Context: an optimization exercise on an open-source flow, tuned for small area and a short achievable clock period. The choices shown serve that exercise and are no tape-out recipe.
Function was checked by simulation only, so behaviour that the tests miss may differ from the original.
Power is estimated from default activity; no workload was simulated.

==> v33 <==
Design singlecycle, start of the top module:
module singlecycle (
  input  logic  clk, rst,
  input  logic [31:0] sw, btn,
  input  logic [31:0] instr,
  input  logic [31:0] dmem_rdata,
  output logic [8:0]  dmem_addr,
  output logic [31:0] dmem_wdata,
  output logic        dmem_we,
  output logic [31:0] hex0, hex1, hex2, hex3, hex4, hex5, hex6, hex7, ledr, ledg, lcd,
  output logic [31:0] pcdebug
);
  logic        load, store, branch, jal, jalr, lui, auipc, opimm, op;
  logic        regwen, sub, unsgn, arith, bsel, lt, eq, taken;
  logic [2:0]  funct3;
  logic [31:0] pc, pc4, pcimm, reg1, reg2, imm_alu, imm_pc, b, res, ldata, wdata;
  logic [11:0] addr;
  assign funct3  = instr[14:12];
  assign pcdebug = pc;
  ctrlunit control_unit (
    .instr (instr),
    .load  (load),
    .store (store),
    .branch(branch),
    .jal   (jal),
    .jalr  (jalr),
    .lui   (lui),
    .auipc (auipc),
    .opimm (opimm),
    .op    (op),
    .regwen(regwen),
    .sub   (sub),
    .unsgn (unsgn),
    .arith (arith),
    .bsel  (bsel)
  );
  immgen imm_gen (
    .instr  (instr),
    .store  (store),
    .branch (branch),
    .jal    (jal),
    .imm_alu(imm_alu),
    .imm_pc (imm_pc)
  );
  regfile reg_file (
    .clk   (clk),
    .rst   (rst),
    .addr1 (instr[19:15]),
    .addr2 (instr[24:20]),
    .waddr (instr[11:7]),
    .wdata (wdata),
    .regwen(regwen),
    .reg1  (reg1),
    .reg2  (reg2)
  );
  assign b = bsel ? reg2 : imm_alu;
  alu alu (
    .a     (reg1),
    .b     (b),
    .sub   (sub),
    .unsgn (unsgn),
    .arith (arith),
    .funct3((op | opimm) ? funct3 : 3'b000),
    .res   (res),
    .lt    (lt),
    .eq    (eq)
  );
  brcmp branch_comp (
    .funct3(funct3),
    .lt    (lt),
    .eq    (eq),
    .taken (taken)
  );
  assign pc4   = pc + 32'd4;
  assign pcimm = pc + imm_pc;
  assign addr  = reg1[11:0] + imm_alu[11:0];
  lsu lsu (
    .clk  (clk),
    .rst  (rst),
    .addr (addr),
    .sdata(reg2),
    .store(store),
    .sw   (sw),
    .btn  (btn),
    .dmem_rdata(dmem_rdata),
    .dmem_addr (dmem_addr),
    .dmem_wdata(dmem_wdata),
    .dmem_we   (dmem_we),
    .rwsel(funct3),
    .ldata(ldata),
    .hex0 (hex0),
    .hex1 (hex1),
    .hex2 (hex2),
    .hex3 (hex3),
    .hex4 (hex4),
    .hex5 (hex5),
    .hex6 (hex6),
    .hex7 (hex7),
  ...
==> module alu, before the edit <==
module alu (
  input  logic [31:0] a, b,
  input  logic        sub,      
  input  logic        unsgn,    
  input  logic        arith,    
  input  logic [2:0]  funct3,
  output logic [31:0] res,
  output logic        lt, eq
);
  logic [32:0] diff;
  logic [31:0] sum, shin, shr, rev;
  logic        fill;
  assign diff = {1'b0, a} + {1'b0, b ^ {32{sub}}} + 33'(sub);
  assign sum  = diff[31:0];
  assign lt   = unsgn ? ~diff[32] : ((a[31] ^ b[31]) ? a[31] : diff[31]);
  assign eq   = (a == b);
  always_comb
    for (int i = 0; i < 32; i++) rev[i] = a[31 - i];
  assign shin = (funct3[2]) ? a : rev;
  assign fill = arith & a[31] & funct3[2];
  always_comb begin
    shr = shin;
    shr = b[0] ? {{ 1{fill}}, shr[31:1]}  : shr;
    shr = b[1] ? {{ 2{fill}}, shr[31:2]}  : shr;
    shr = b[2] ? {{ 4{fill}}, shr[31:4]}  : shr;
    shr = b[3] ? {{ 8{fill}}, shr[31:8]}  : shr;
    shr = b[4] ? {{16{fill}}, shr[31:16]} : shr;
  end
  always_comb begin
    case (funct3)
      3'b000: res = sum;
      3'b001: for (int i = 0; i < 32; i++) res[i] = shr[31 - i];
      3'b010: res = {31'd0, lt};
      3'b011: res = {31'd0, lt};
      3'b100: res = a ^ b;
      3'b101: res = shr;
      3'b110: res = a | b;
      default: res = a & b;
    endcase
  end
endmodule
==> module regfile, before the edit <==
module regfile (
  input  logic        clk, rst,
  input  logic [4:0]  addr1, addr2, waddr,
  input  logic [31:0] wdata,
  input  logic        regwen,
  output logic [31:0] reg1, reg2
);
  logic [31:0] rs [1:31];
  logic [31:1] vld;
  logic [31:1] we;
  always_comb
    for (int i = 1; i < 32; i++) we[i] = regwen & (waddr == 5'(i));
  always_ff @(posedge clk or negedge rst) begin
    if (~rst) vld <= '0;
    else vld <= vld | we;
  end
  always_ff @(posedge clk)
    for (int i = 1; i < 32; i++) if (we[i]) rs[i] <= wdata;
  always_comb begin
    reg1 = '0;
    reg2 = '0;
    for (int i = 1; i < 32; i++) begin
      reg1 = reg1 | ({32{vld[i] & (addr1 == 5'(i))}} & rs[i]);
      reg2 = reg2 | ({32{vld[i] & (addr2 == 5'(i))}} & rs[i]);
    end
  end
endmodule
==> module singlecycle, before the edit <==
module singlecycle (
  input  logic  clk, rst,
  input  logic [31:0] sw, btn,
  input  logic [31:0] instr,
  input  logic [31:0] dmem_rdata,
  output logic [8:0]  dmem_addr,
  output logic [31:0] dmem_wdata,
  output logic        dmem_we,
  output logic [31:0] hex0, hex1, hex2, hex3, hex4, hex5, hex6, hex7, ledr, ledg, lcd,
  output logic [31:0] pcdebug
);
  logic        load, store, branch, jal, jalr, lui, auipc, opimm, op;
  logic        regwen, sub, unsgn, arith, bsel, lt, eq, taken;
  logic [2:0]  funct3;
  logic [31:0] pc, pc4, pcimm, reg1, reg2, imm_alu, imm_pc, b, res, ldata, wdata;
  logic [11:0] addr;
  assign funct3  = instr[14:12];
  assign pcdebug = pc;
  ctrlunit control_unit (
    .instr (instr),
    .load  (load),
    .store (store),
    .branch(branch),
    .jal   (jal),
    .jalr  (jalr),
    .lui   (lui),
    .auipc (auipc),
    .opimm (opimm),
    .op    (op),
    .regwen(regwen),
    .sub   (sub),
    .unsgn (unsgn),
    .arith (arith),
    .bsel  (bsel)
  );
  immgen imm_gen (
    .instr  (instr),
    .store  (store),
    .branch (branch),
    .jal    (jal),
    .imm_alu(imm_alu),
    .imm_pc (imm_pc)
  );
  regfile reg_file (
    .clk   (clk),
    .rst   (rst),
    .addr1 (instr[19:15]),
    .addr2 (instr[24:20]),
    .waddr (instr[11:7]),
    .wdata (wdata),
    .regwen(regwen),
    .reg1  (reg1),
    .reg2  (reg2)
  );
  assign b = bsel ? reg2 : imm_alu;
  alu alu (
    .a     (reg1),
    .b     (b),
    .sub   (sub),
    .unsgn (unsgn),
    .arith (arith),
    .funct3((op | opimm) ? funct3 : 3'b000),
    .res   (res),
    .lt    (lt),
    .eq    (eq)
  );
  brcmp branch_comp (
    .funct3(funct3),
    .lt    (lt),
    .eq    (eq),
    .taken (taken)
  );
  assign pc4   = pc + 32'd4;
  assign pcimm = pc + imm_pc;
  assign addr  = reg1[11:0] + imm_alu[11:0];
  lsu lsu (
    .clk  (clk),
    .rst  (rst),
    .addr (addr),
    .sdata(reg2),
    .store(store),
    .sw   (sw),
    .btn  (btn),
    .dmem_rdata(dmem_rdata),
    .dmem_addr (dmem_addr),
    .dmem_wdata(dmem_wdata),
    .dmem_we   (dmem_we),
    .rwsel(funct3),
    .ldata(ldata),
    .hex0 (hex0),
    .hex1 (hex1),
    .hex2 (hex2),
    .hex3 (hex3),
    .hex4 (hex4),
    .hex5 (hex5),
    .hex6 (hex6),
    .hex7 (hex7),
    .ledr (ledr),
    .ledg (ledg),
    .lcd  (lcd)
  );
  always_comb begin
    if (load)             wdata = ldata;
    else if (jal | jalr)  wdata = pc4;
    else if (lui)         wdata = imm_pc;
    else if (auipc)       wdata = pcimm;
    else                  wdata = res;
  end
  always_ff @(posedge clk or negedge rst) begin
    if (~rst)                    pc <= 32'd0;
    else if (jal | (branch & taken)) pc <= pcimm;
    else if (jalr)               pc <= res;
    else                         pc <= pc4;
  end
endmodule
clock: 14.0 ns
lec_check: 0
cap_margin: 20
core_margin: 2
core_utilization: 45
place_density: 0.6
setup_slack_margin: 0.7
slew_margin: 20
run.sh (not shown) runs the stock make flow with config.mk's settings and CLKGATE_MAP_FILE= SYNTH_SCRIPT=/design/flow/synth_recipe.tcl, a recipe that flattens the netlist after the stock synthesis.
==> v14: changes against v33 <==
--- a/flow/design.v
+++ b/flow/design.v
@@ -18,14 +18,9 @@
     for (int i = 0; i < 32; i++) rev[i] = a[31 - i];
   assign shin = (funct3[2]) ? a : rev;
   assign fill = arith & a[31] & funct3[2];
-  always_comb begin
-    shr = shin;
-    shr = b[0] ? {{ 1{fill}}, shr[31:1]}  : shr;
-    shr = b[1] ? {{ 2{fill}}, shr[31:2]}  : shr;
-    shr = b[2] ? {{ 4{fill}}, shr[31:4]}  : shr;
-    shr = b[3] ? {{ 8{fill}}, shr[31:8]}  : shr;
-    shr = b[4] ? {{16{fill}}, shr[31:16]} : shr;
-  end
+  logic [63:0] shx;
+  assign shx = {{32{fill}}, shin} >> b[4:0];
+  assign shr = shx[31:0];
   always_comb begin
     case (funct3)
       3'b000: res = sum;
@@ -133,7 +128,9 @@
   input  logic [4:0]  addr1, addr2, waddr,
   input  logic [31:0] wdata,
   input  logic        regwen,
-  output logic [31:0] reg1, reg2
+  output logic [31:0] reg1, reg2,
+  input  logic [11:0] offs,         
+  output logic [11:0] addr          
 );
   logic [31:0] rs [1:31];
   logic [31:1] vld;
@@ -146,14 +143,23 @@
   end
   always_ff @(posedge clk)
     for (int i = 1; i < 32; i++) if (we[i]) rs[i] <= wdata;
-  always_comb begin
-    reg1 = '0;
-    reg2 = '0;
-    for (int i = 1; i < 32; i++) begin
-      reg1 = reg1 | ({32{vld[i] & (addr1 == 5'(i))}} & rs[i]);
-      reg2 = reg2 | ({32{vld[i] & (addr2 == 5'(i))}} & rs[i]);
+  function automatic logic [31:0] rdport(input logic [4:0] a,
+                                         input logic [31:1] v,
+                                         input logic [31:1][31:0] d);
+    logic [3:0][31:0] g;
+    for (int j = 0; j < 4; j++) begin
+      g[j] = '0;
+      for (int k = 0; k < 8; k++)
+        if (8*j+k != 0) g[j] = g[j] | ({32{v[8*j+k] & (a[2:0] == 3'(k))}} & d[8*j+k]);
     end
-  end
+    rdport = g[a[4:3]];
+  endfunction
+  logic [31:1][31:0] rsp;
+  always_comb
+    for (int i = 1; i < 32; i++) rsp[i] = rs[i];
+  assign reg1 = rdport(addr1, vld, rsp);
+  assign reg2 = rdport(addr2, vld, rsp);
+  assign addr = reg1[11:0] + offs;
 endmodule
 module lsu (
   input  logic        clk,
@@ -272,7 +278,9 @@
     .wdata (wdata),
     .regwen(regwen),
     .reg1  (reg1),
-    .reg2  (reg2)
+    .reg2  (reg2),
+    .offs  (imm_alu[11:0]),
+    .addr  (addr)
   );
   assign b = bsel ? reg2 : imm_alu;
   alu alu (
@@ -294,7 +302,6 @@
   );
   assign pc4   = pc + 32'd4;
   assign pcimm = pc + imm_pc;
-  assign addr  = reg1[11:0] + imm_alu[11:0];
   lsu lsu (
     .clk  (clk),
     .rst  (rst),
==> flow/flow/run.sh (new file) <==
#!/bin/bash
# The standard layout (the standard.sh, all ORFS steps) with two changes:
# - synthesis runs flow/synth.tcl: the standard flow's synthesis script with a different
#   ABC script (flow/abc.script) for mapping the logic;
# - the buffers that buffer_ports puts on every input and output port are
#   buf_1 cells (resized later by repair where timing needs it) instead of the
#   default clkdlybuf4s50_1 delay cells.
# make's and the tools' full output goes to standard.log; ORFS keeps each
# step's log under orfs/logs.
set -euo pipefail
export FLOW_ABC_SCRIPT="$PWD/flow/abc.script"
bash standard.sh "SYNTH_SCRIPT=$PWD/flow/synth.tcl" \
  'BUFFER_PORTS_ARGS=-buffer_cell sky130_fd_sc_hd__buf_1' finish > standard.log 2>&1
==> flow/flow/abc.script (new file) <==
&get -n
&st
&dch
&nf
&st
&syn2
&if -g -K 6
&synch2
&nf
&st
&syn2
&if -g -K 6
&synch2
&nf -R 1000
&put
buffer -c
topo
stime -c
upsize -c
dnsize -c
==> flow/flow/synth.tcl (new file) <==
# The standard flow's synthesis script (synth_recipe.tcl), unchanged except that the ABC
# run that maps the logic to cells uses flow/abc.script: ORFS's speed script
# with two rounds of restructuring instead of five and more area-recovery
# rounds in the last mapping. Flip-flops are mapped before ABC, so the
# registers, their names and their cells are the standard synthesis's.
proc synth {args} { yosys synth -nofsm -noshare {*}$args }
proc abc {args} {
  set i [lsearch -exact $args -script]
  if {$i >= 0} { lset args [expr {$i + 1}] $::env(FLOW_ABC_SCRIPT) }
  yosys abc {*}$args
}
source $::env(SCRIPTS_DIR)/synth.tcl
# left out here: clear keep_hierarchy, flatten, clean up, hide names made inside functions, write 1_2_yosys.v
==> flow/standard.sh (new file) <==
#!/bin/bash
# synth_recipe.tcl (not shown) runs the flow's synth.tcl, then flattens the netlist and writes it again
# the make line also repeats each setting of config.mk as NAME=value (left out here)
make -C /OpenROAD-flow-scripts/flow DESIGN_CONFIG=/design/flow/config.mk WORK_HOME=/design/flow/orfs CLKGATE_MAP_FILE= SYNTH_SCRIPT=/design/flow/synth_recipe.tcl "${@:-finish}"
- CAP_MARGIN: 20 -> 10
- CTS_BUF_LIST: not set -> sky130_fd_sc_hd__clkbuf_4
- SETUP_SLACK_MARGIN: 0.7 -> 5
- SLEW_MARGIN: 20 -> 10
- SYNTH_HIERARCHICAL: not set -> 1
- SYNTH_MINIMUM_KEEP_SIZE: not set -> 3000
- TNS_END_PERCENT: not set -> 10
removed: flow/run.sh
==> results.txt <==
| quantity | v33 | v14 |
|---|---|---|
| Status | timing/DRC/antenna clean | timing/DRC/antenna clean |
| Multi-input gate share of total cell area | 0.3769 | 0.3518 |
| Max Clk Rate | 0.08050 GHz | 0.1075 GHz |
| CTS clock-pin slew for the worst setup and hold paths | 0.05 ns | 0.07 ns |
| Worst slack at placement | 1.856 ns | 1.868 ns |
| Global Route met1 Usage | 0.6233 | 0.5284 |
| Xor-xnor portion of the synthesized cell area | 0.01379 | 0.01657 |
| Met2 Wirelength | 195200 um | 151500 um |
| Number of levels the H-tree was split into | 4 | 5 |
| Maximum clock insertion buffer count | 3 | 4 |
| Standby leakage power | 34.72 nW | 29.73 nW |
| Final Total Pwr | 13.68 mW | 11.66 mW |
| Number of nets in the layout | 7730 | 7494 |
| Adder-Cell Fraction of Synth Area | 0.02290 | 0.02508 |
| Repair and plain buffers | 900 | 887 |
| Pin count of the biggest net entering global routing | 144 | 130 |
| Wire length of the first global-routing pass | 644400 um | 487800 um |
| Crit-path slowest cell | clkdlybuf4s50_1 | o21ai_4 |
| Placement row count | 152 | 145 |
| Design internal power | 8.561 mW | 7.616 mW |
| Logic pwr share | 0.301 | 0.252 |
| Number of setup buffers added after CTS | 0 | 49 |

-- separate check: timing with driven ports --
The results above use ideal ports. As a check the final layouts listed here were re-extracted and re-timed, cells and wires unchanged.
Step 1 (the two cells are an assumption about what drives the block):
set clk [get_ports {clk}]
set_driving_cell -lib_cell sky130_fd_sc_hd__clkbuf_16 $clk
set_driving_cell -lib_cell sky130_fd_sc_hd__buf_2 [delete_from_list [all_inputs] $clk]
Step 2 moves the port delays by t, midway between the first and last clock arrival at a register: inputs arrive t later, outputs are due t later. That takes back most of the time a late clock gives input paths.
Three values: no drivers, after step 1, after step 2; two values: the first two.
run | t (ns) | setup slack, ns | worst setup path after step 2 | worst slew at a driven data input, ns
v33 | 0.943 | 1.577 / 1.550 / 1.387 | input to register | 0.13
v14 | 1.384 | 4.694 / 4.593 / 3.272 | input to register | 0.23
After both steps setup and hold are still met in every run listed. The setup slack of v14, which loses most, moves by -0.101 ns with the drivers and by -1.422 ns with both steps.
